From an optimization exercise on the open Yosys and OpenROAD flow, aimed at small area, a short achievable clock period and few clock cycles; shortcuts taken in it are not production practice. No functional check of the RTL was part of any run shown here. Power and IR drop assume default switching activity.

### design/flow/design.v
module Sbox5 (
    input [5 : 0] in,
    output reg [3 : 0] out
);
reg [1 : 0] row;
reg [3 : 0] column;
    always @(*) begin
        row = {in[5], in[0]};
        column = in[4 : 1];
        case (column)
            4'b0000 : case (row)
                        2'b00 :  out = 4'b0010; 
                        2'b01 :  out = 4'b1110;
                        2'b10 :  out = 4'b0100;
                        2'b11 :  out = 4'b1011;
                    endcase
            4'b0001 : case (row)
                        2'b00 :  out = 4'b1100; 
                        2'b01 :  out = 4'b1011;
                        2'b10 :  out = 4'b0010;
                        2'b11 :  out = 4'b1000;
                    endcase
            4'b0010 : case (row)
                        2'b00 :  out = 4'b0100; 
                        2'b01 :  out = 4'b0010;
                        2'b10 :  out = 4'b0001;
                        2'b11 :  out = 4'b1100;
                    endcase
            4'b0011 : case (row)
                        2'b00 :  out = 4'b0001; 
                        2'b01 :  out = 4'b1100;
                        2'b10 :  out = 4'b1011;
                        2'b11 :  out = 4'b0111;
                    endcase
            4'b0100 : case (row)
                        2'b00 :  out = 4'b0111;
                        2'b01 :  out = 4'b0100;
                        2'b10 :  out = 4'b1100;
                        2'b11 :  out = 4'b0001;
                    endcase
            4'b0101 : case (row)
                        2'b00 :  out = 4'b1010; 
                        2'b01 :  out = 4'b0111;
                        2'b10 :  out = 4'b1101;
                        2'b11 :  out = 4'b1110;
                    endcase
            4'b0110 : case (row)
                        2'b00 :  out = 4'b1011;
                        2'b01 :  out = 4'b1101;
                        2'b10 :  out = 4'b0111;
                        2'b11 :  out = 4'b0010;
                    endcase
            4'b0111 : case (row)
                        2'b00 :  out = 4'b0110;
                        2'b01 :  out = 4'b0001;
                        2'b10 :  out = 4'b1000;
                        2'b11 :  out = 4'b1101;
                    endcase
            4'b1000 : case (row)
                        2'b00 :  out = 4'b1000; 
                        2'b01 :  out = 4'b0101;
                        2'b10 :  out = 4'b1111;
                        2'b11 :  out = 4'b0110;
                    endcase
            4'b1001 : case (row)
                        2'b00 :  out = 4'b0101;
                        2'b01 :  out = 4'b0000;
                        2'b10 :  out = 4'b1001;
                        2'b11 :  out = 4'b1111;
                    endcase
            4'b1010 : case (row)
                        2'b00 :  out = 4'b0011;
                        2'b01 :  out = 4'b1111;
                        2'b10 :  out = 4'b1100;
                        2'b11 :  out = 4'b0000;
                    endcase
            4'b1011 : case (row)
                        2'b00 :  out = 4'b1111; 
                        2'b01 :  out = 4'b1100;
                        2'b10 :  out = 4'b0101;
                        2'b11 :  out = 4'b1001;
                    endcase
            4'b1100 :  case (row)
                        2'b00 :  out = 4'b1101;
                        2'b01 :  out = 4'b0011;
                        2'b10 :  out = 4'b0110;
                        2'b11 :  out = 4'b1100;
                    endcase
            4'b1101 :  case (row)
                        2'b00 :  out = 4'b0000; 
                        2'b01 :  out = 4'b1001;
                        2'b10 :  out = 4'b0011;
                        2'b11 :  out = 4'b0100;
                    endcase
            4'b1110 : case (row)
                        2'b00 :  out = 4'b1110; 
                        2'b01 :  out = 4'b1000;
                        2'b10 :  out = 4'b0000;
                        2'b11 :  out = 4'b0101;
                    endcase
            4'b1111 : case (row)
                        2'b00 :  out = 4'b1001;
                        2'b01 :  out = 4'b0110;
                        2'b10 :  out = 4'b1110;
                        2'b11 :  out = 4'b0011;
                    endcase 
        endcase
    end
endmodule
module Round (
    input o, no, A, nA, nAB, oA, noA, oB, noB, oAB, noAB,
    output [31 : 0] h_out
);
assign h_out[ 3: 0] = {nAB,  nAB,  nAB,  nAB };
assign h_out[ 7: 4] = {oAB,  oAB,  noAB, noAB};
assign h_out[11: 8] = {noB,  noA,  oB,   oA  };
assign h_out[15:12] = {oB,   A,    noB,  A   };
assign h_out[19:16] = {no,   o,    o,    no  };
assign h_out[23:20] = {no,   1'b1, o,    1'b1};
assign h_out[27:24] = {A,    noB,  A,    oB  };
assign h_out[31:28] = {nA,   oB,   nA,   noB };
endmodule
module HashIteration (
    input  [7 : 0] M,
    output         a,
    output         b
);
wire [5 : 0] M6;
wire [3 : 0] s_box_out;
assign M6 = {M[5], M[7]^M[2], M[3], M[0], M[4]^M[1], M[6]};
Sbox5 sbox(
    .in (M6),
    .out (s_box_out)
);
assign a = s_box_out[1] ^ s_box_out[3];
assign b = s_box_out[0] ^ s_box_out[2];
endmodule
module lightHashDES(
        input clk,
        input M_valid,
        input rst_n,
        input [7 : 0] M,
        input [63 : 0] input_lenght,
        output reg hash_ready,
        output [31 : 0] digest
    );
reg busy;
reg pend;
reg [63:0] counter;
reg o, no, A, nA, nAB, oA, noA, oB, noB, oAB, noAB;
wire a, b;
HashIteration main(
    .M(M),
    .a(a),
    .b(b)
);
Round expand(
    .o(o), .no(no), .A(A), .nA(nA), .nAB(nAB), .oA(oA), .noA(noA),
    .oB(oB), .noB(noB), .oAB(oAB), .noAB(noAB),
    .h_out(digest)
);
wire [7:0]  blk_zero;
wire [7:0]  blk_pre;
wire [63:0] low_zero;
genvar i;
generate
    for (i = 0; i < 8; i = i + 1) begin : blk
        assign blk_zero[i] = ~|counter[8*i +: 8];
        if (i == 0) begin : first
            assign blk_pre[i] = 1'b1;
        end else begin : rest
            assign blk_pre[i] = &blk_zero[i-1:0];
        end
    end
    for (i = 0; i < 64; i = i + 1) begin : bit_
        if (i % 8 == 0) begin : first
            assign low_zero[i] = blk_pre[i/8];
        end else begin : rest
            assign low_zero[i] = blk_pre[i/8] & ~|counter[i-1 : 8*(i/8)];
        end
    end
endgenerate
wire start    = !busy && M_valid;
wire len_le1  = ~|input_lenght[63:1];
wire len_zero = len_le1 && !input_lenght[0];
wire at_two   = ~|counter[63:2] && counter[1] && (counter[0] == pend);
wire last     = busy && M_valid && at_two;
wire take     = M_valid && (busy || !len_zero);
wire ta       = take && a;
wire tb       = take && b;
always @(posedge clk or negedge rst_n) begin
    if (!rst_n) begin
        hash_ready <= 1'b0;
        busy <= 1'b0;
    end else if (start) begin
        hash_ready <= len_le1;
        busy <= !len_le1;
    end else if (last) begin
        hash_ready <= 1'b1;
        busy <= 1'b0;
    end
end
always @(posedge clk) begin
    pend <= busy && M_valid;
    counter <= busy ? counter ^ ({64{pend}} & low_zero) : input_lenght;
end
always @(posedge clk) begin
    o    <= (start ? 1'b0 : o   ) ^ take;
    no   <= (start ? 1'b1 : no  ) ^ take;
    A    <= (start ? 1'b0 : A   ) ^ ta;
    nA   <= (start ? 1'b1 : nA  ) ^ ta;
    nAB  <= (start ? 1'b1 : nAB ) ^ ta ^ tb;
    oA   <= (start ? 1'b0 : oA  ) ^ take ^ ta;
    noA  <= (start ? 1'b1 : noA ) ^ take ^ ta;
    oB   <= (start ? 1'b0 : oB  ) ^ take ^ tb;
    noB  <= (start ? 1'b1 : noB ) ^ take ^ tb;
    oAB  <= (start ? 1'b0 : oAB ) ^ take ^ ta ^ tb;
    noAB <= (start ? 1'b1 : noAB) ^ take ^ ta ^ tb;
end
endmodule
### design/flow/constraint.sdc
create_clock -name core_clock -period 4.5 [get_ports {clk}]
set_input_delay 0.9000 -clock core_clock [delete_from_list [all_inputs] [get_ports {clk}]]
set_output_delay 0.9000 -clock core_clock [all_outputs]
set_load 0.01 [all_outputs]
### design/flow/config.mk
export PLATFORM = sky130hd
export DESIGN_NAME = lightHashDES
export DESIGN_NICKNAME = lightHashDES
export VERILOG_FILES = /design/flow/design.v
export SDC_FILE = /design/flow/constraint.sdc
export NUM_CORES = 4
export LEC_CHECK = 0
export CAP_MARGIN = 20
export CORE_MARGIN = 2
export CORE_UTILIZATION = 40
export PLACE_DENSITY = 0.6
export SLEW_MARGIN = 20
### design/flow/standard.sh
#!/bin/bash
# synth_recipe.tcl (not shown) runs the flow's synth.tcl, then flattens the netlist and writes it again
# the make line also repeats each setting of config.mk as NAME=value (left out here)
make -C /OpenROAD-flow-scripts/flow DESIGN_CONFIG=/design/flow/config.mk WORK_HOME=/design/flow/orfs CLKGATE_MAP_FILE= SYNTH_SCRIPT=/design/flow/synth_recipe.tcl "${@:-finish}"
### design/flow/flow/run.sh
#!/bin/bash
set -euo pipefail
bash standard.sh "ADDER_MAP_FILE=" "BUFFER_PORTS_ARGS=-buffer_cell sky130_fd_sc_hd__buf_1" finish > flow.log 2>&1
==> results of run 1 <==
routing by layer:
metal | routed length [um] | GRT usage [%]
met5 | 0 | 0
met4 | 67 | 3.85
met3 | 515 | 4.12
met2 | 4440 | 27.2
met1 | 4700 | 23.4
area by class of cell:
| class | instances | area (um2) |
|---|---|---|
| fill | 1096 | 5610 |
| multi-input combinational | 397 | 2370 |
| sequential | 78 | 1580 |
| timing repair buffer | 106 | 402 |
| tap | 136 | 170 |
| clock buffer | 10 | 138 |
| clock inverter | 6 | 91.3 |
| inverter | 4 | 15.0 |
through the flow:
stage,instances,setup slack (ns)
global route,737,1.30
finish,737,1.63
detailed placement,721,1.27
floorplan,532,1.72
CTS,737,1.64
global placement,721,1.33
worst paths after layout:
kind / end / slack [ns]
worst max register to register: counter[46] / 1.84
worst min register to register: counter[5] / 0.49
worst max-delay path: noAB / 1.63
min in group core_clock: counter[5] / 0.49
worst min-delay path: hash_ready / 0.33
max in group asynchronous: busy / 4.02
Yosys cell counts (2+ instances only):
library cell,count
a211oi_1,2
a21oi_1,61
a31oi_1,9
buf_2,2
buf_4,32
clkbuf_1,18
dfrtp_1,2
dfxtp_1,76
inv_1,4
nand2_1,18
nand2b_1,4
nand3_1,9
nand3b_1,5
nand4_1,8
nor2_1,98
nor2b_1,4
nor3_1,19
nor4_1,25
nor4_2,2
o211ai_1,3
o21ai_0,10
o31ai_1,2
or3_1,14
or4_1,5
or4_4,3
xnor2_1,42
xor2_1,28
logic make-up (layout without fill, tap and decap cells):
| logic type | count (synthesis) | count (layout) | share of synthesized area (%) |
|---|---|---|---|
| xor gates and xnor gates | 70 | 70 | 14.3 |
| other | 1 | 2 | 0.0876 |
| AOI/OAI and AO/OA | 94 | 94 | 12.1 |
| DFF | 78 | 78 | 36.7 |
| and+or+nand+nor | 231 | 231 | 28.7 |
| buffers and inverters | 57 | 126 | 8.04 |
power by group:
group / switching [W] / total, W / leakage (nW) / internal [W]
clock: 0.000275 / 0.000607 / 0.117 / 0.000332
combinational: 0.000252 / 0.000453 / 0.780 / 0.000201
sequential: 0.000117 / 0.000938 / 0.662 / 0.000820
placed cells by master, fill, tap and decap left out, drive strengths merged, types with 8 or more instances in the layout:
master | synthesis | layout
xnor2 | 42 | 42
nor3 | 21 | 21
clkbuf | 18 | 10
dfxtp | 76 | 76
nor2 | 99 | 99
o21ai | 10 | 10
nand3 | 10 | 10
xor2 | 28 | 28
nor4 | 28 | 28
buf | 35 | 106
or4 | 8 | 8
or3 | 16 | 16
a21oi | 61 | 61
nand4 | 9 | 9
nand2 | 19 | 19
a31oi | 9 | 9
==> flow_summary.json, run 1 <==
{
  "required_ns": 4.72,
  "synth_top_cells_by_area": "dfxtp_1 (36%), nor2_1 (8.6%), xnor2_1 (8.6%)",
  "clock_latency_ns": 0.35,
  "nNetsFinal": 671,
  "wl_per_cell_um": 13.2,
  "cts_tree": "yes",
  "first_iter_violations": 195,
  "hold_viol_final": 0,
  "area_growth_pct": 11.2,
  "worst_pin_slew_ns": 0.893,
  "finClkSkew_ns": 0.0157,
  "arrival_ns": 3.08,
  "synth.top_cell.area_share_pct": 35.5,
  "ctsHtreeMaxLevel": 3,
  "drtAntennaViolNets": 0,
  "largest_register_ffs": 64,
  "rows": 37,
  "fin_util_pct": 45.9,
  "p_per_area_mw_per_mm2": 420,
  "routed_via_density": 5.15,
  "critPathBufInv": 1,
  "crit_path_max_incr_delay_ns": 0.69,
  "relSlewSlack_pct": 40.4,
  "crit_chain": "buf_1, xnor2_1, or4_1, a31oi_1, a2111oi_0, a21boi_0, o21ai_0, xor2_1",
  "grt_pass1_wl_mm": 15.9,
  "dp_hpwl_mm": 7.25,
  "cp-end-kind": "flip-flop",
  "clk_pin_slew_ns": 0.07,
  "regMostFlops": "counter",
  "initial_core_util_pct": 41.3,
  "critPathKind": "in2reg",
  "avgSynthCellArea_um2": 8.06,
  "core-area_mm2": 0.0104,
  "hold_slack_ns": 0.334,
  "max_freq_mhz": 349,
  "drive_gt1_share_pct": 5.99,
  "async_reset_ff_share_pct": 2.56,
  "wirelength_mm": 9.72,
  "ios": 108,
  "die_width_um": 107,
  "fin_crit_sh_pct": 63.7,
  "cts_buffers": 9,
  "first_pass_iters": 4,
  "synthDistinctLibCells": 53,
  "cts_root_buf": "clkbuf_8",
  "yosys.area.top_type": "dfxtp_1",
  "ctsHoldBuffers": 0,
  "synth-seq-cells": 78,
  "leakagePower_nw": 1.56,
  "setup_tns_ns": 0,
  "cts_setup_buffers": 0,
  "ys_warn_count": 2,
  "gp_congestion": 0.767,
  "gr-total-overflow": 0,
  "syn_inst": 531,
  "post-route-drc-count": 0,
  "antenna_found_initial": 0,
  "fin_crit_ns": 2.87,
  "finalSetupViolCount": 0,
  "cap_violations": 0,
  "cts_resized": 0,
  "clock-sinks": 78,
  "p_total_w": 0.00200,
  "syn_area_mm2": 0.00428,
  "outcome": "finished clean",
  "ir_worst_vdd_uv": 289,
  "r2r.worst_path.cells": 7,
  "port_buffers": 105,
  "vias": 3793,
  "clk_path_buf_depth": 2,
  "grt_setup_unrepaired": "false",
  "hold_path.class": "in2async",
  "crit_path_start": "M[1]",
  "r2r_start": "counter[16]",
  "path_delay_family": "compound AO/OA/AOI/OAI gates",
  "worstSetupStartpointType": "input pin",
  "diodes": 0,
  "path_max_fanout": 8,
  "synth_edf_count": 0,
  "grt_max_degree": 97,
  "die_area_mm2": 0.0115,
  "slowest_stage": "a2111oi_0",
  "grt_util_all_layers_pct": 17.1,
  "yosysSeqAreaShare_pct": 36.7,
  "path_depth": 8,
  "place_area_mm2": 0.00453,
  "fin_area_mm2": 0.00476,
  "fp.dieH_um": 107,
  "yosys_most_used_dff": "dfxtp_1",
  "grt_pass1_vias": 3399,
  "finalMaxSlewViolations": 0
}
==> run 2: changes to the inputs <==
--- a/design/flow/config.mk
+++ b/design/flow/config.mk
@@ -9,4 +9,5 @@
 export CORE_MARGIN = 2
 export CORE_UTILIZATION = 40
 export PLACE_DENSITY = 0.6
+export SETUP_SLACK_MARGIN = 2.6
 export SLEW_MARGIN = 20
==> run 2 against run 1 <==
Effect of this change: routed wire length grew 16%; register-to-register slack better by 0.28 ns; first-iteration DRC count decreased by 7.2%; power rose by 5.5%; clock power fell by 2%; final cell count increased by 6.8%; global-route usage up 2.3 points; core utilization up 13 points; flip-flop and latch count stayed put; critical path depth down 1; fmax grew 21%; critical endpoint is now counter[31]; largest power group unchanged; highest routed layer unchanged.
==> flow_summary.json, run 2 <==
{
  "hold_viol_final": 0,
  "routed_via_density": 5.13,
  "yosysMostFrequentCell": "nor2_1",
  "p_per_area_mw_per_mm2": 348,
  "die_area_mm2": 0.0115,
  "synth.top_cell.area_share_pct": 35.5,
  "final_cell_mix": "buf_1 (91), nor2_1 (88), dfxtp_1 (66), a21oi_1 (58), xnor2_1 (36)",
  "port_buffers": 105,
  "syn_area_mm2": 0.00428,
  "grt_pass1_vias": 3848,
  "worst_pin_slew_ns": 0.871,
  "finalMaxSlewViolations": 0,
  "grt_max_degree": 97,
  "arrival_ns": 2.61,
  "setup_tns_ns": 0,
  "max_freq_mhz": 421,
  "clock_latency_ns": 0.37,
  "finClkSkew_ns": 0.0139,
  "dp_hpwl_mm": 7.50,
  "ff_latch_area_mm2": 0.00160,
  "fin_crit_sh_pct": 52.8,
  "wl_per_cell_um": 14.3,
  "synth_top_cells_by_area": "dfxtp_1 (36%), nor2_1 (8.6%), xnor2_1 (8.6%)",
  "ios": 108,
  "cts_buffers": 9,
  "grt_setup_unrepaired": "true",
  "fp.dieH_um": 107,
  "yosys.area.top_type": "dfxtp_1",
  "post-route-drc-count": 0,
  "fill_cells": 909,
  "cts_tree": "yes",
  "drtAntennaViolNets": 0,
  "hold_path.class": "in2async",
  "area_growth_pct": 41.6,
  "ctsHoldBuffers": 0,
  "wirelength_mm": 11.3,
  "p_total_w": 0.00211,
  "leakagePower_nw": 2.13,
  "path_max_fanout": 3,
  "finalSetupViolCount": 0,
  "syn_inst": 531,
  "synth_edf_count": 0,
  "crit_path_start": "counter[11]",
  "grt_util_all_layers_pct": 19.4,
  "dp.cells": 721,
  "grt_pass1_wl_mm": 17.6,
  "ys_warn_count": 2,
  "multi_input_area_mm2": 0.00311,
  "drive_gt1_share_pct": 29.2,
  "critPathKind": "reg2reg",
  "required_ns": 4.73,
  "r2r_start": "counter[11]",
  "final_common_cell": "buf_1",
  "worstSetupStartpointType": "flip-flop",
  "core-area_mm2": 0.0104,
  "synth-seq-cells": 78,
  "yosysSeqAreaShare_pct": 36.7,
  "clock-sinks": 78,
  "avgSynthCellArea_um2": 8.06,
  "yosys_most_used_dff": "dfxtp_1",
  "first_iter_violations": 181,
  "async_reset_ff_share_pct": 2.56,
  "fin_crit_ns": 2.38,
  "regMostFlops": "counter",
  "vias": 4034,
  "cp-end-kind": "flip-flop",
  "initial_core_util_pct": 41.3,
  "rrSetupSlack_ns": 2.12,
  "antenna_found_initial": 0,
  "largest_register_ffs": 64,
  "clk_path_buf_depth": 2,
  "synthTopCellsByCount": "nor2_1 (98), dfxtp_1 (76), a21oi_1 (61)",
  "diodes": 0,
  "cap_violations": 0,
  "clk_pin_slew_ns": 0.09,
  "first_pass_iters": 4,
  "gp_congestion": 0.762,
  "ctsHtreeMaxLevel": 3,
  "rows": 37,
  "cts_root_buf": "clkbuf_8",
  "synthDistinctLibCells": 53,
  "nNetsFinal": 721,
  "relSlewSlack_pct": 41.9,
  "outcome": "finished clean",
  "ir_worst_vdd_uv": 184,
  "gr-total-overflow": 0,
  "fin_cells": 787,
  "die_width_um": 107
}
run 2: cell counts after synthesis:
Identical to the previous run, type by type.
run 2: metrics by stage:
stage                     hold WS, ns  setup WS, ns  util [%]  cell area (um2)
after floorplan                 0.452          2.11         -             4590
after global placement          0.465          1.60      46.6             4830
after detailed placement        0.476          1.59      46.6             4830
after CTS                       0.289          2.09      54.2             5620
after global routing            0.296          2.05      58.4             6060
final                           0.300          2.12      58.4             6060
run 2: cells by family (layout without fill, tap and decap cells):
group,count (synthesis),in the layout,share of synthesized area [%]
compound gates,94,94,12.1
simple gates,231,231,28.7
other cells,1,2,0.0876
buf+inv,57,176,8.04
flops,78,78,36.7
xor+xnor,70,70,14.3
run 2: per-layer routing:
| layer | up-vias | part of all wire (%) | GRT usage [%] |
|---|---|---|---|
| met4 | 0 | 1.8 | 8.06 |
| li1 | 2057 | - | - |
| met5 | - | 0 | 0 |
| met3 | 16 | 3.9 | 4.06 |
| met2 | 79 | 51 | 33.5 |
| met1 | 1882 | 43 | 23.3 |
run 2: report_power, final:
part	internal, W	switching (W)
clock network	0.000314	0.000281
registers	0.000821	0.000133
logic	0.000260	0.000298
run 2: final timing paths:
path / endpoint / cells after the start
max: counter[31] / 7
min: busy / 1
max reg2reg: counter[31] / 7
min reg2reg: oA / 2
max in group asynchronous: busy / 1
min in group core_clock: oA / 2
run 2: repair_timing:
action,CTS,global route
pin swaps,44,47
resized for setup,78,65
buffers inserted,32,18
setup endpoints to repair,61,63
run 2: worst max-delay path, stage by stage, from the launching register on:
cell	delay, ns
dfxtp_2	0.33
or4_4	0.53
and4bb_4	0.39
nand3_4	0.08
or4b_4	0.59
nor2_4	0.13
xnor2_1	0.11
a21oi_1	0.07
run 2: final cells by class:
type                            instances  area share (%)
Timing Repair Buffer                  156            15.7
Tap cell                              136            2.81
Sequential cell                        78            26.3
Inverter                                4           0.248
Clock buffer                            9            2.04
Clock inverter                          7            1.57
Multi-Input combinational cell        397            51.3
==> run 3: changes to the inputs <==
--- a/design/flow/config.mk
+++ b/design/flow/config.mk
@@ -7,7 +7,7 @@
 export LEC_CHECK = 0
 export CAP_MARGIN = 20
 export CORE_MARGIN = 2
-export CORE_UTILIZATION = 40
-export PLACE_DENSITY = 0.6
-export SETUP_SLACK_MARGIN = 2.6
+export CORE_UTILIZATION = 60
+export CTS_BUF_LIST = sky130_fd_sc_hd__clkbuf_4 sky130_fd_sc_hd__clkbuf_8
+export PLACE_DENSITY = 0.7
 export SLEW_MARGIN = 20
==> run 3 against run 2 <==
Effect of this change: final area shrank 22%; still clean on timing, DRC and antenna; critical endpoint is now oAB; hold slack gained 0.028 ns; power shrank 0.45%; flip-flop and latch count is the same; final cell count shrank 11%; fmax shrank 21%; sequential share of layout area grew 6.8 points; non-clock buffer count shrank 50; setup slack lost 0.62 ns; largest power group unchanged; die area shrank 32%; global-route usage grew 4.9 points; synthesized cell count is the same.
==> flow_summary.json, run 3 <==
{
  "outcome": "finished clean",
  "first_iter_violations": 106,
  "final_cell_mix": "buf_1 (105), nor2_1 (98), dfxtp_1 (76), a21oi_1 (61), xnor2_1 (42)",
  "wirelength_mm": 9.21,
  "initial_core_util_pct": 62.7,
  "cts_setup_buffers": 0,
  "cts_tree": "yes",
  "path_delay_family": "compound AO/OA/AOI/OAI gates",
  "max_freq_mhz": 333,
  "ctsHtreeMaxLevel": 3,
  "worstSetupStartpointType": "input pin",
  "r2r.worst_path.cells": 7,
  "required_ns": 4.74,
  "crit_path_start": "M[0]",
  "gp_congestion": 0.843,
  "worst_pin_slew_ns": 0.938,
  "finalSetupViolCount": 0,
  "finClkSkew_ns": 0.00992,
  "final_common_cell": "buf_1",
  "hold_path.class": "in2async",
  "synth.top_cell.area_share_pct": 35.5,
  "area_growth_pct": 11.0,
  "fin_crit_ns": 3.00,
  "avgSynthCellArea_um2": 8.06,
  "place_area_mm2": 0.00448,
  "async_reset_ff_share_pct": 2.56,
  "fin_cells": 697,
  "synth-seq-cells": 78,
  "antenna_found_initial": 0,
  "path_depth": 8,
  "grt_util_all_layers_pct": 24.2,
  "synth_top_cells_by_area": "dfxtp_1 (36%), nor2_1 (8.6%), xnor2_1 (8.6%)",
  "finalMaxSlewViolations": 0,
  "syn_area_mm2": 0.00428,
  "cts_resized": 0,
  "post-route-drc-count": 0,
  "clk_path_buf_depth": 2,
  "arrival_ns": 3.24,
  "p_per_area_mw_per_mm2": 442,
  "yosysMostFrequentCell": "nor2_1",
  "largest_register_ffs": 64,
  "ios": 108,
  "grt_setup_unrepaired": "false",
  "rows": 30,
  "path_max_fanout": 13,
  "routed_via_density": 5.44,
  "clk_pin_slew_ns": 0.09,
  "syn_inst": 531,
  "setup_tns_ns": 0,
  "dp.cells": 681,
  "vias": 3791,
  "hold_viol_final": 0,
  "synth_edf_count": 0,
  "fin_crit_sh_pct": 66.6,
  "hold_slack_ns": 0.328,
  "fill_cells": 626,
  "synthTopCellsByCount": "nor2_1 (98), dfxtp_1 (76), a21oi_1 (61)",
  "nNetsFinal": 671,
  "diodes": 0,
  "regMostFlops": "counter",
  "relSlewSlack_pct": 37.4,
  "cts_root_buf": "clkbuf_8",
  "crit_path_max_incr_delay_ns": 0.79,
  "yosys.area.top_type": "dfxtp_1",
  "die_area_mm2": 0.00783,
  "drive_gt1_share_pct": 5.99,
  "wl_per_cell_um": 13.2,
  "critPathBufInv": 2,
  "gr-total-overflow": 0,
  "clock_latency_ns": 0.35,
  "crit_chain": "buf_1, inv_1, o2111ai_1, a31oi_1, a2111oi_0, a21boi_0, o21ai_0, xor2_1",
  "fp.dieH_um": 88.5,
  "yosys_most_used_dff": "dfxtp_1",
  "cts_buffers": 9,
  "ys_warn_count": 2,
  "port_buffers": 105,
  "setup_ws_ns": 1.50,
  "drtAntennaViolNets": 0,
  "ctsHoldBuffers": 0,
  "yosysSeqAreaShare_pct": 36.7,
  "grt_pass1_wl_mm": 14.8,
  "grt_max_degree": 104,
  "dp_hpwl_mm": 6.94,
  "fin_area_mm2": 0.00475,
  "cap_violations": 0,
  "core-area_mm2": 0.00683,
  "grt_pass1_vias": 3343,
  "cp-end-kind": "flip-flop",
  "first_pass_iters": 4,
  "slowest_stage": "a2111oi_0",
  "critPathKind": "in2reg",
  "r2r_start": "counter[17]",
  "synthDistinctLibCells": 53,
  "die_width_um": 88.5,
  "clock-sinks": 78,
  "ir_worst_vdd_uv": 222,
  "leakagePower_nw": 1.57,
  "place_ws_ns": 1.14
}
## run 3: cell counts after synthesis
No cell type changed its count.
## run 3: metal layers
metal	share of wire [%]	GRT usage (%)	vias to the layer above
li1	-	-	1973
met1	46	31.0	1707
met2	48	40.7	94
met3	4.0	4.29	17
met4	2.3	9.50	0
met5	0	0	-
## run 3: stage by stage
step / util [%] / power [W]
2_1_floorplan: - / 0.00142
3_3_place_gp: 65.6 / 0.00140
3_5_place_dp: 65.6 / 0.00142
4_1_cts: 69.5 / 0.00211
5_1_grt: 69.5 / 0.00221
6_report: 69.5 / 0.00210
## run 3: final timing paths
path | end | slack [ns]
setup / recovery | oAB | 1.50
hold / removal | busy | 0.33
setup reg to reg | counter[62] | 1.79
hold reg to reg | oA | 0.50
max in group asynchronous | busy | 4.01
min in group core_clock | oA | 0.50
## run 3: power by group
part           total, W  internal, W  switching, W
logic          0.000460     0.000201      0.000259
registers      0.000939     0.000820      0.000119
clock network  0.000698     0.000427      0.000271
total           0.00210      0.00145      0.000649
## run 3: kinds of logic after synthesis
| logic type | count (synthesis) | share of synthesized area (%) |
|---|---|---|
| flops | 78 | 36.7 |
| compound gates | 94 | 12.1 |
| other cells | 1 | 0.0876 |
| simple gates | 231 | 28.7 |
| buf+inv | 57 | 8.04 |
| xor+xnor | 70 | 14.3 |
## run 3: worst register-to-register path: cells and delay by family (launching register included)
kind            cells  cell delay, ns
simple gates        5            1.97
flops               1            0.35
xor+xnor            1            0.17
compound gates      1            0.08
## run 3: layout make-up
cell class	count	area [um2]	share of cell area [%]
repair buffers	106	402	8.45
clock inverters	7	145	3.06
flip-flops and latches	78	1580	33.2
multi-input cells	397	2370	49.9
clock buffers	9	124	2.61
well taps	96	120	2.53
inverters	4	15.0	0.316
==> run 4: changes to the inputs <==
--- a/design/flow/design.v
+++ b/design/flow/design.v
@@ -159,25 +159,27 @@
     .oB(oB), .noB(noB), .oAB(oAB), .noAB(noAB),
     .h_out(digest)
 );
+reg  [7:1]  blk_borrow;
+wire [7:0]  borrow_in = {blk_borrow, pend};
 wire [7:0]  blk_zero;
-wire [7:0]  blk_pre;
-wire [63:0] low_zero;
+wire [63:0] low_zero;      
 genvar i;
 generate
+    for (i = 0; i < 64; i = i + 1) begin : bit_
+        if (i % 8 == 0) begin : first
+            assign low_zero[i] = 1'b1;
+        end else begin : rest
+            assign low_zero[i] = ~|counter[i-1 : 8*(i/8)];
+        end
+    end
     for (i = 0; i < 8; i = i + 1) begin : blk
         assign blk_zero[i] = ~|counter[8*i +: 8];
-        if (i == 0) begin : first
-            assign blk_pre[i] = 1'b1;
-        end else begin : rest
-            assign blk_pre[i] = &blk_zero[i-1:0];
-        end
-    end
-    for (i = 0; i < 64; i = i + 1) begin : bit_
-        if (i % 8 == 0) begin : first
-            assign low_zero[i] = blk_pre[i/8];
-        end else begin : rest
-            assign low_zero[i] = blk_pre[i/8] & ~|counter[i-1 : 8*(i/8)];
-        end
+    end
+endgenerate
+wire [63:0] toggle;
+generate
+    for (i = 0; i < 64; i = i + 1) begin : tog
+        assign toggle[i] = borrow_in[i/8] & low_zero[i];
     end
 endgenerate
 wire start    = !busy && M_valid;
@@ -202,7 +204,8 @@
 end
 always @(posedge clk) begin
     pend <= busy && M_valid;
-    counter <= busy ? counter ^ ({64{pend}} & low_zero) : input_lenght;
+    blk_borrow <= {7{busy}} & borrow_in[6:0] & blk_zero[6:0];
+    counter <= busy ? counter ^ toggle : input_lenght;
 end
 always @(posedge clk) begin
     o    <= (start ? 1'b0 : o   ) ^ take;
==> design/flow/config.mk (replaced) <==
export PLATFORM = sky130hd
export DESIGN_NAME = lightHashDES
export DESIGN_NICKNAME = lightHashDES
export VERILOG_FILES = /design/flow/design.v
export SDC_FILE = /design/flow/constraint.sdc
export NUM_CORES = 4
export LEC_CHECK = 0
export CAP_MARGIN = 20
export CORE_MARGIN = 2
export CORE_UTILIZATION = 40
export PLACE_DENSITY = 0.6
export SETUP_SLACK_MARGIN = 2.65
export SLEW_MARGIN = 20
==> run 4 against run 3 <==
Effect of this change: highest routed layer unchanged; core utilization decreased by 19 points; largest power group unchanged; die area increased by 45%; power increased by 24%.
==> flow_summary.json, run 4 <==
{
  "post-route-drc-count": 0,
  "critPathKind": "in2reg",
  "drtAntennaViolNets": 0,
  "p_int_w": 0.00168,
  "seqPwrFrac_pct": 49.2,
  "syn_area_mm2": 0.00420,
  "yosysSeqAreaShare_pct": 40.8,
  "final_common_cell": "nor2_1",
  "area_growth_pct": 22.7,
  "place_area_mm2": 0.00456,
  "ys_warn_count": 2,
  "final_cell_mix": "nor2_1 (99), buf_1 (89), dfxtp_1 (79), a21oi_1 (51), xnor2_1 (36)",
  "ir_worst_vdd_uv": 192,
  "crit_path_start": "input_lenght[35]",
  "antenna_found_initial": 0,
  "synth_edf_count": 0,
  "cp-end-kind": "flip-flop",
  "worstSetupStartpointType": "input pin",
  "hold_path.class": "in2async",
  "outcome": "finished clean",
  "cts_root_buf": "clkbuf_8",
  "yosys_most_used_dff": "dfxtp_1",
  "relSlewSlack_pct": 54.5,
  "setup_tns_ns": 0,
  "synth_top_cells_by_area": "dfxtp_1 (40%), nor2_1 (8.9%), xnor2_1 (7.5%)",
  "core-area_mm2": 0.0103,
  "synthDistinctLibCells": 41,
  "arrival_ns": 2.49,
  "cap_violations": 0,
  "clk_pin_slew_ns": 0.08,
  "die_area_mm2": 0.0113,
  "clk_path_buf_depth": 2,
  "rows": 37,
  "worst_pin_slew_ns": 0.676,
  "regMostFlops": "counter",
  "hold_slack_ns": 0.334,
  "wl_per_cell_um": 13.7,
  "syn_inst": 520,
  "async_reset_ff_share_pct": 2.35,
  "fin_cells": 743,
  "r2r_end": "busy",
  "leakagePower_nw": 1.77,
  "gr-total-overflow": 0,
  "synth-seq-cells": 85,
  "finalMaxSlewViolations": 0,
  "synthTopCellsByCount": "nor2_1 (100), dfxtp_1 (83), a21oi_1 (52)",
  "first_pass_iters": 4,
  "cts_buffers": 9,
  "wirelength_mm": 10.2,
  "die_width_um": 106,
  "grt_pass1_wl_mm": 16.5,
  "r2r_start": "busy",
  "grt_setup_unrepaired": "true",
  "gp_congestion": 0.849,
  "clock_latency_ns": 0.35,
  "hold_viol_final": 0,
  "rrSetupSlack_ns": 2.65,
  "clock-sinks": 85,
  "diodes": 0,
  "fp.dieH_um": 106,
  "initial_core_util_pct": 40.8,
  "max_freq_mhz": 453,
  "comb_power_share_pct": 28.8,
  "largest_register_ffs": 64,
  "ios": 108,
  "fin_crit_ns": 2.21,
  "drive_gt1_share_pct": 13.8,
  "finClkSkew_ns": 0.0105,
  "power_frac_clock_pct": 22.0,
  "fin_crit_sh_pct": 49.0,
  "first_iter_violations": 234,
  "dp_hpwl_mm": 7.26,
  "path_max_fanout": 7,
  "p_sw_share_pct": 35.2,
  "grt_max_degree": 77,
  "grt_util_all_layers_pct": 18.1,
  "cts_tree": "yes",
  "p_switching_w": 0.000912,
  "routed_via_density": 5.07,
  "r2r.worst_path.cells": 5,
  "synth.top_cell.area_share_pct": 39.6,
  "required_ns": 4.78,
  "avgSynthCellArea_um2": 8.07,
  "vias": 3765,
  "ctsHtreeMaxLevel": 3,
  "cp-endpoint": "oAB",
  "reg.largest.list": "counter (64), blk_borrow (7)",
  "finalSetupViolCount": 0,
  "fin_area_mm2": 0.00515,
  "yosys.area.top_type": "dfxtp_1",
  "yosysMostFrequentCell": "nor2_1",
  "port_buffers": 105,
  "nNetsFinal": 677,
  "p_per_area_mw_per_mm2": 504,
  "grt_pass1_vias": 3527,
  "dp.cells": 712
}
[run 4: cell count changes in the layout (fill, tap and decap cells not counted), moves of 10 or more]
cell,previous run,this run
a21oi_1,61,51
a31oi_1,9,20
buf_1,105,89
buf_4,1,12
nor4_1,25,12
or3_1,14,1
[run 4: kinds of logic (layout without fill, tap and decap cells)]
logic type / count (synthesis) / in the layout / synth area share, %
and+or+nand+nor: 210 / 210 / 23.5
xor gates and xnor gates: 59 / 59 / 12.7
AOI/OAI and AO/OA: 104 / 104 / 14.5
other: 1 / 2 / 0.0893
buffers and inverters: 61 / 147 / 8.46
DFF: 85 / 85 / 40.8
[run 4: what timing repair did]
item / in CTS / in global routing
endpoints found under the setup margin: 23 / 26
gates resized for setup: 44 / 22
buffers inserted: 13 / 2
pin swaps: 19 / 10
hold buffers: 0 / 0
[run 4: through the flow]
stage	utilization, %	setup slack (ns)	power (W)
2_1_floorplan	-	2.24	0.00193
3_3_place_gp	44.4	1.40	0.00196
3_5_place_dp	44.4	1.42	0.00199
4_1_cts	49.2	2.34	0.00260
5_1_grt	50.1	2.22	0.00278
6_report	50.1	2.29	0.00260
[run 4: power by group through the flow]
| stage | sequential [W] | combinational (W) | clock [W] |
|---|---|---|---|
| after floorplan | 0.00122 | 0.000706 | 0 |
| after detailed placement | 0.00129 | 0.000699 | 0 |
| final | 0.00128 | 0.000748 | 0.000571 |
| after global placement | 0.00127 | 0.000683 | 0 |
| after CTS | 0.00127 | 0.000747 | 0.000588 |
| after global routing | 0.00132 | 0.000835 | 0.000617 |
[run 4: layout make-up]
| cell class | count | area, um2 |
|---|---|---|
| sequential | 85 | 1720 |
| clock inverter | 4 | 55.1 |
| multi-input combinational | 375 | 2400 |
| clock buffer | 12 | 155 |
| tap | 136 | 170 |
| timing repair buffer | 121 | 613 |
| inverter | 10 | 37.5 |
| fill | 1052 | 5130 |
[run 4: worst min-delay path by stage]
stage	start	end	slack, ns	cells past startpoint
2_1_floorplan	counter[39]	blk_borrow[5]	0.45	1
3_3_place_gp	oA	oA	0.47	2
3_5_place_dp	counter[37]	counter[37]	0.47	2
4_1_cts	rst_n	busy	0.31	1
5_1_grt	rst_n	hash_ready	0.34	1
6_report	rst_n	busy	0.33	1
[run 4: routing by layer]
metal | track usage (%) | share of wire [%] | vias to the layer above
li1 | - | - | 1949
met4 | 6.59 | 1.2 | 0
met5 | 0 | 0 | -
met1 | 25.3 | 48 | 1731
met3 | 2.88 | 4.1 | 10
met2 | 28.2 | 46 | 75
[run 4: critical path, stage by stage]
cell and delay (ns):
clkbuf_2 0.11, nor4_4 0.28, nand4_1 0.24, nor4_4 0.30, buf_4 0.18, a21boi_4 0.09, a21bo_1 0.24, xor2_1 0.14
==> run 5: changes to the inputs <==
==> design/flow/flow/run.sh (replaced) <==
#!/bin/bash
set -euo pipefail
bash standard.sh "ADDER_MAP_FILE=" "BUFFER_PORTS_ARGS=-buffer_cell sky130_fd_sc_hd__buf_1" \
  "CTS_ARGS=-sink_clustering_enable -repair_clock_nets -dont_use_dummy_load" finish > flow.log 2>&1
==> run 5 against run 4 <==
Effect of this change: still clean; via count grew 0.32%; die area stayed put; clock skew is 0.013 ns higher; setup slack got worse by 0.026 ns; core utilization fell by 0.74 points; flip-flop and latch count is the same; sequential share of layout area increased by 0.43 points; global-route usage rose by 0.069 points; fmax shrank 1.2%; critical path depth increased by 1.
==> flow_summary.json, run 5 <==
{
  "clock_latency_ns": 0.35,
  "yosysMostFrequentCell": "nor2_1",
  "nNetsFinal": 677,
  "diodes": 0,
  "worstSetupStartpointType": "input pin",
  "first_iter_violations": 230,
  "gp_congestion": 0.849,
  "die_area_mm2": 0.0113,
  "initial_core_util_pct": 40.8,
  "wl_per_cell_um": 13.8,
  "crit_chain": "buf_4, xnor2_4, buf_4, nor3_1, o21ai_0, o2111ai_2, a21o_1, a21bo_1, xor2_1",
  "outcome": "finished clean",
  "cts_root_buf": "clkbuf_8",
  "fp.dieH_um": 106,
  "yosys.area.top_type": "dfxtp_1",
  "final_cell_mix": "nor2_1 (99), buf_1 (89), dfxtp_1 (82), a21oi_1 (51), xnor2_1 (35)",
  "ctsHtreeMaxLevel": 3,
  "synthDistinctLibCells": 41,
  "critPathKind": "in2reg",
  "wirelength_mm": 10.1,
  "routed_via_density": 5.13,
  "synth.top_cell.area_share_pct": 39.6,
  "reg.largest.list": "counter (64), blk_borrow (7)",
  "dp_hpwl_mm": 7.26,
  "yosysSeqAreaShare_pct": 40.8,
  "core-area_mm2": 0.0103,
  "path_common_cell": "buf_4",
  "hold_slack_ns": 0.354,
  "arrival_ns": 2.46,
  "relSlewSlack_pct": 54.4,
  "gr-total-overflow": 0,
  "wl_met1_mm": 4.71,
  "crit_path_max_incr_delay_ns": 0.28,
  "hold_path.class": "in2async",
  "regMostFlops": "counter",
  "finClkSkew_ns": 0.0239,
  "vias": 3777,
  "cts_buffers": 9,
  "clock-sinks": 85,
  "synth_top_cells_by_area": "dfxtp_1 (40%), nor2_1 (8.9%), xnor2_1 (7.5%)",
  "cts_tree": "yes",
  "grt_pass1_vias": 3528,
  "slowest_stage": "xnor2_4",
  "ctsHoldBuffers": 0,
  "highest_layer": "met4",
  "p_per_area_mw_per_mm2": 481,
  "port_buffers": 105,
  "cp-end-kind": "flip-flop",
  "grt_util_all_layers_pct": 18.2,
  "hold_viol_final": 0,
  "cap_violations": 0,
  "final_common_cell": "nor2_1",
  "die_width_um": 106,
  "first_pass_iters": 4,
  "clk_pin_slew_ns": 0.06,
  "fin_util_pct": 49.4,
  "synthTopCellsByCount": "nor2_1 (100), dfxtp_1 (83), a21oi_1 (52)",
  "required_ns": 4.73,
  "drive_gt1_share_pct": 12.3,
  "fin_crit_sh_pct": 49.6,
  "ys_warn_count": 2,
  "grt_setup_unrepaired": "true",
  "synth_edf_count": 0,
  "synth-seq-cells": 85,
  "finalSetupViolCount": 0,
  "syn_area_mm2": 0.00420,
  "ir_worst_vdd_uv": 187,
  "path_max_fanout": 7,
  "leakagePower_nw": 1.74,
  "worst_pin_slew_ns": 0.678,
  "largest_register_ffs": 64,
  "met2_length_mm": 4.68,
  "avgSynthCellArea_um2": 8.07,
  "grt_max_degree": 77,
  "post-route-drc-count": 0,
  "area_growth_pct": 20.9,
  "fin_crit_ns": 2.23,
  "finalMaxSlewViolations": 0,
  "syn_inst": 520,
  "antenna_found_initial": 0,
  "path_delay_family": "compound AO/OA/AOI/OAI gates",
  "critPathBufInv": 2,
  "wl_met3_um": 555,
  "clk_path_buf_depth": 2,
  "yosys_most_used_dff": "dfxtp_1",
  "rows": 37,
  "max_freq_mhz": 448,
  "grt_pass1_wl_mm": 16.5,
  "ios": 108,
  "async_reset_ff_share_pct": 2.35,
  "drtAntennaViolNets": 0,
  "setup_tns_ns": 0
}
-- run 5: final cells by class --
cell class              count  area [um2]
clock buffers               9         124
fillers                  1057        5200
inverters                  10        37.5
multi-input cells         375        2410
flip-flops and latches     85        1720
well taps                 136         170
repair buffers            121         613
-- run 5: worst register-to-register path, stage by stage (launching register included) --
cell     delay (ns)
dfrtp_4        0.56
nor4b_2        0.35
nand4_1        0.15
nor4_1         0.29
nand4_1        0.17
a21o_1         0.23
-- run 5: logic make-up after synthesis --
logic type      Yosys count  share of synthesized area [%]
simple gates            210                           23.5
compound gates          104                           14.5
flops                    85                           40.8
buf+inv                  61                           8.46
xor+xnor                 59                           12.7
other cells               1                         0.0893
-- run 5: where the power goes --
| group | internal [W] | switching [W] |
|---|---|---|
| Combinational | 0.000364 | 0.000388 |
| Clock | 0.000179 | 0.000241 |
| Sequential | 0.00103 | 0.000241 |
-- run 5: layer usage --
| layer | vias up | global-route usage [%] |
|---|---|---|
| met1 | 1716 | 25.1 |
| li1 | 1945 | - |
| met2 | 99 | 28.4 |
| met5 | - | 0 |
| met3 | 17 | 2.88 |
| met4 | 0 | 6.96 |
-- run 5: final timing paths --
kind	from	end	slack, ns	cells past startpoint
hold reg to reg	counter[37]	counter[37]	0.49	2
setup reg to reg	busy	busy	2.65	5
min in group core_clock	counter[37]	counter[37]	0.49	2
hold / removal	rst_n	busy	0.35	1
max in group asynchronous	rst_n	busy	3.99	1
setup / recovery	M[1]	oAB	2.27	9
-- run 5: what timing repair did --
action	in CTS	in global routing
resized for setup	45	19
pin swaps	20	9
buffers inserted	14	1
setup endpoints to repair	15	18
-- run 5: through the flow --
| step | instance area [um2] | setup WS (ns) | power, W | std cells |
|---|---|---|---|---|
| floorplan | 4310 | 2.24 | 0.00193 | 521 |
| finish | 5070 | 2.27 | 0.00244 | 736 |
| CTS | 4990 | 2.32 | 0.00245 | 735 |
| global placement | 4560 | 1.40 | 0.00196 | 712 |
| detailed placement | 4560 | 1.42 | 0.00199 | 712 |
| global route | 5070 | 2.20 | 0.00262 | 736 |

static timing again, ports no longer ideal:
How much do the figures lean on ideal ports? The routed layouts below were timed once more, with nothing changed but the port constraints.
Step 1 sets driving cells, clkbuf_16 on the clock port and buf_2 on the other inputs (assumed; they add their load-dependent delay and slew).
Step 2, shift: input delay + t, output delay - t, t = (earliest + latest rising clock arrival at the registers) / 2. This alone moves slack from input paths to output paths.
Slacks: no drivers / after step 1 / after step 2; pairs: no drivers / after step 1.
run	t (ns)	setup WS [ns]	worst hold slack (ns)	latest minus earliest clock arrival (ns)	worst data-port slew with drivers (ns)
run 1	0.374	1.634 / 1.640 / 1.266	0.334 / 0.350 / 0.494	0.016 / 0.016	0.06
run 2	0.403	2.125 / 2.125 / 1.828	0.300 / 0.301 / 0.485	0.014 / 0.014	0.06
run 3	0.378	1.501 / 1.506 / 1.129	0.328 / 0.322 / 0.499	0.011 / 0.011	0.05
run 4	0.382	2.294 / 2.303 / 1.922	0.334 / 0.325 / 0.487	0.010 / 0.011	0.06
run 5	0.374	2.268 / 2.277 / 1.903	0.354 / 0.346 / 0.489	0.024 / 0.024	0.06
After both steps every run listed still meets setup and hold.
